What follows belongs to an exercise in optimizing a design on an open flow for small area, a short achievable clock period and few clock cycles; a production flow would make more cautious choices. The RTL was checked by simulation tests, not by an equivalence proof against the original design.

Setup of JK:
==> flow/design.v (excerpt) <==
module SNN(
	clk,
	rst_n,
	in_valid,
	img,
	ker,
	weight,
	out_valid,
	out_data
);
For scale: ~0.037 mm² of cells after synthesis.
Settings: LEC_CHECK=0, CAP_MARGIN=50, CORE_MARGIN=2, CORE_UTILIZATION=60, CTS_BUF_LIST=sky130_fd_sc_hd__clkbuf_8, SLEW_MARGIN=70; clock period 15.0 ns.
standard.sh (not shown) runs the stock make flow with config.mk's settings and CLKGATE_MAP_FILE= SYNTH_SCRIPT=/design/flow/synth_recipe.tcl, a recipe that flattens the netlist after the stock synthesis.
==> flow/flow/run.sh <==
#!/bin/bash
# The standard layout with one netlist pass between synthesis and floorplan:
# flow/invopt.py folds away the inverters that Yosys's full-adder extraction
# leaves between full adder cells (a full adder is self-dual, so adders are
# flipped to need fewer inverters). Registers and all other cells are kept.
# Each tool writes its full output to its own log in this folder.
set -euo pipefail
R=orfs/results/${FLOW_PLATFORM}/SNN/base
bash standard.sh synth > synth.log 2>&1
cp "$R/1_2_yosys.v" 1_2_yosys.before_invopt.v
python3 flow/invopt.py "$R/1_2_yosys.v" > invopt.log 2>&1
rm -f "$R/1_synth.odb" "$R/1_synth.sdc"
# repair aims at a setup slack of 10 ns (the clock period is unchanged)
bash standard.sh finish SETUP_SLACK_MARGIN=10 > layout.log 2>&1
Other scripts of this flow, unchanged in this note and not shown: flow/flow/invopt.py
Per the final summary, JK finished and its layout is clean on timing, DRC and antenna.
Testbench counts of JK, summed over its fixed seeds: cycles 24,648.
Here is what was changed in the inputs of MS compared with JK.
Settings: setting CTS_CLUSTER_SIZE to 24 for the first time; setting CTS_CLUSTER_DIAMETER to 60 for the first time; changing CTS_BUF_LIST from sky130_fd_sc_hd__clkbuf_8 to sky130_fd_sc_hd__clkbuf_16.
==> results.txt <==
From JK to MS the numbers moved as follows: cell area went down, aggregate routed wire length dropped 1.1%, placement-stage cell area neither gained nor lost much. JK has lower combined buffer and inverter count along the critical path than MS. Number of levels in the clock H-tree down 1 in MS wrt JK. Per the comparison of MS with JK, via count decreased by 180 relative to the old numbers; synthesized area per cell flat; maximum fanout count along the critical path decreased 3; area of the core has remained practically unchanged.
Here is what was changed in the inputs of AL compared with MS.
Settings: a deleted CTS_CLUSTER_DIAMETER that had been 60; a deleted CTS_CLUSTER_SIZE that had been 24; a change of CORE_UTILIZATION from 60 to 40; a deleted CTS_BUF_LIST that had been sky130_fd_sc_hd__clkbuf_16.
--- a/flow/flow/run.sh
+++ b/flow/flow/run.sh
@@ -13,2 +13,2 @@
-# repair aims at a setup slack of 10 ns (the clock period is unchanged)
-bash standard.sh finish SETUP_SLACK_MARGIN=10 > layout.log 2>&1
+# repair aims at a setup slack of 10.5 ns (the clock period is unchanged)
+bash standard.sh finish SETUP_SLACK_MARGIN=10.5 > layout.log 2>&1
## What came out
- Delta (AL minus MS): growth of design area from synthesis to finish now sits higher; post-route fraction of the period consumed by the critical path has decreased; final core utilization shows a reduction of 21 points.
- AL vs MS: clock buffer count from CTS up
- Relative to MS, AL improves setup slack.
- Summary of AL over MS: global-route usage has decreased; final instance area went up about 4.6%; count of non-CTS buffers in the layout now larger; count of final max-slew check failures held steady.
- sky130_fd_sc_hd__fa_1 as the cell type of the slowest stage on the worst timing path was reported by AL, and sky130_fd_sc_hd__fa_2 by MS.
- Final routed wirelength across all metal layers went up by a few percent going from MS to AL.
- In terms of global routing usage on met3, AL and MS differ only marginally.


Setup of old:
Starting RTL as in the previous note.
==> flow/design.v (excerpt) <==
module SNN(
	clk,
	rst_n,
	in_valid,
	img,
	ker,
	weight,
	out_valid,
	out_data
);
Settings: LEC_CHECK=0, CAP_MARGIN=50, CORE_MARGIN=2, CORE_UTILIZATION=60, SLEW_MARGIN=70; clock period 15.0 ns.
run.sh (not shown) runs the stock make flow with config.mk's settings and CLKGATE_MAP_FILE= SYNTH_SCRIPT=/design/flow/synth_recipe.tcl, a recipe that flattens the netlist after the stock synthesis.
Stock flow here: none of the scripts above is used.
old | stages: all done | timing, DRC, antenna: all pass
Testbench counts of old, summed over its fixed seeds: cycles 24,648.
--- input diff old..new ---
- CAP_MARGIN changed from 50 to 70
- CORE_UTILIZATION changed from 60 to 40
- SLEW_MARGIN changed from 70 to 85
Notes after the runs:
- new vs old — count of placed standard cells in the final layout, fillers left out climbed by more than 10%
- The non-clock buffer area fraction after layout number comes out lower for old vs new.
- Of old and new, the run reporting the lower global-route wire length before repair was new.
- Looking at peak clock frequency supported by timing, new sits 0.11 GHz lower than old does.
- Of old and new, new shows the higher final area, with old below it.
- new vs old — delay of the slowest cell on the worst path rose 0.02 ns.
- Comparing old with new, the worst clock skew came out essentially unchanged.
- new does worse than old on final routed wirelength across all metal layers.


## 01-14
SNN, a different RTL version from the one above (not shown whole).
Size: roughly 2800 cells after synthesis, ~38 I/O pins, ~34000 µm² of cells after synthesis.
export LEC_CHECK = 0
export CAP_MARGIN = 50
export CORE_MARGIN = 2
export CORE_UTILIZATION = 60
export CTS_BUF_LIST = sky130_fd_sc_hd__clkbuf_16
export CTS_CLUSTER_DIAMETER = 60
export CTS_CLUSTER_SIZE = 24
export SLEW_MARGIN = 70
export TNS_END_PERCENT = 50
create_clock -name core_clock -period 15.0 [get_ports {clk}]
standard.sh (not shown) runs the stock make flow with config.mk's settings and CLKGATE_MAP_FILE= SYNTH_SCRIPT=/design/flow/synth_recipe.tcl, a recipe that flattens the netlist after the stock synthesis.
==> flow/flow/run.sh <==
#!/bin/bash
# The standard layout with one netlist pass between synthesis and floorplan:
# flow/invopt.py folds away the inverters that Yosys's full-adder extraction
# leaves between full adder cells (a full adder is self-dual, so adders are
# flipped to need fewer inverters, and simple gates swapped for their
# complementary cells). Registers and all other cells are kept.
# Each tool writes its full output to its own log in this folder.
set -euo pipefail
R=orfs/results/${FLOW_PLATFORM}/SNN/base
bash standard.sh synth > synth.log 2>&1
cp "$R/1_2_yosys.v" 1_2_yosys.before_invopt.v
python3 flow/invopt.py "$R/1_2_yosys.v" > invopt.log 2>&1
rm -f "$R/1_synth.odb" "$R/1_synth.sdc"
# repair aims at a setup slack of 10 ns (the clock period is unchanged)
bash standard.sh finish SETUP_SLACK_MARGIN=10 > layout.log 2>&1
Other scripts of this flow, unchanged in this note and not shown: flow/flow/invopt.py
Testbench counts of 01-14, summed over its fixed seeds: cycles 24,968.
#### Input delta (06-02 over 01-14)
-- flow/config.mk --
<<< 01-14, line 14
export SLEW_MARGIN = 70
export TNS_END_PERCENT = 50
>>> 06-02, line 14
export SLEW_MARGIN = 70
Findings:
Length of routed wiring on met1: 06-02 vs 01-14 identical
Comparing 06-02 against 01-14, there is no change at all in clock-buffer cell count.
As far as synthesized cell count goes, 06-02 and 01-14 are indistinguishable; the numbers are identical.
From 01-14 to 06-02 the numbers moved as follows: hold slack barely changed; total of endpoints with negative setup slack in the final report barely changed.
Re minimum setup slack in the final design: no difference whatsoever between 06-02 and 01-14.
01-14 -> 06-02: number of nets still failing antenna checks after routing flat
01-14 and 06-02 ended up with nearly the same logic depth of the worst path, buffers included.
Comparing 06-02 against 01-14, there is no change at all in post-CTS setup-driven buffer insertion count.
01-14 -> 06-02: cell count delta 0, exact match


Starting RTL as in the previous note.
Settings: LEC_CHECK=0, CAP_MARGIN=50, CORE_MARGIN=2, CORE_UTILIZATION=60, CTS_BUF_LIST=sky130_fd_sc_hd__clkbuf_16, CTS_CLUSTER_DIAMETER=70, CTS_CLUSTER_SIZE=32, SLEW_MARGIN=70; clock period 15.0 ns.
Scripts as last shown in full above: flow/flow/run.sh
Other scripts of this flow, unchanged in this note and not shown: flow/flow/invopt.py
Testbench counts at the start, summed over its fixed seeds: cycles 24,968.
Edit:
--- a/flow/flow/run.sh
+++ b/flow/flow/run.sh
@@ -13,3 +13,2 @@
 rm -f "$R/1_synth.odb" "$R/1_synth.sdc"
-# repair aims at a setup slack of 10 ns (the clock period is unchanged)
-bash standard.sh finish SETUP_SLACK_MARGIN=10 > layout.log 2>&1
+bash standard.sh > layout.log 2>&1
- CTS_CLUSTER_DIAMETER: 70 -> 60
- CTS_CLUSTER_SIZE: 32 -> 24
=> Routed wire length hardly moves; critical path depth is unchanged; clock-buffer cell count went up by 6; cell area fell slightly; hold slack loses 5.0 ps; die area does not change; setup slack got worse by 270 ps; final cell count shrinks slightly.

==> separate check: timing with driven ports <==
The flow's constraints put no driver on any port. The routed layouts listed below were extracted and timed again, unchanged, in two steps.
Step 1 sets driving cells, clkbuf_16 on the clock port and buf_2 on the other inputs (assumed; they add their load-dependent delay and slew).
Step 2 moves the port delays by t, midway between the first and last clock arrival at a register: inputs arrive t later, outputs are due t later. That takes back most of the time a late clock gives input paths.
a / b / c = no drivers / after step 1 / after step 2; a / b = the first two.
run	t, ns	setup WS [ns]	pins driven straight from the clock port
JK	0.750	10.050 / 10.050 / 10.050	1
MS	0.680	10.058 / 10.058 / 10.058	1
AL	0.703	10.099 / 10.099 / 10.099	1
old	0.667	9.515 / 9.515 / 9.515	1
new	0.705	0.793 / 0.793 / 0.793	1
01-14	0.658	10.118 / 10.118 / 10.118	1
06-02	0.658	10.118 / 10.118 / 10.118	1
the first run of note 4	0.630	10.097 / 10.097 / 10.097	1
the second run of note 4	0.652	9.825 / 9.825 / 9.825	1
After both steps setup and hold are still met in every run listed.
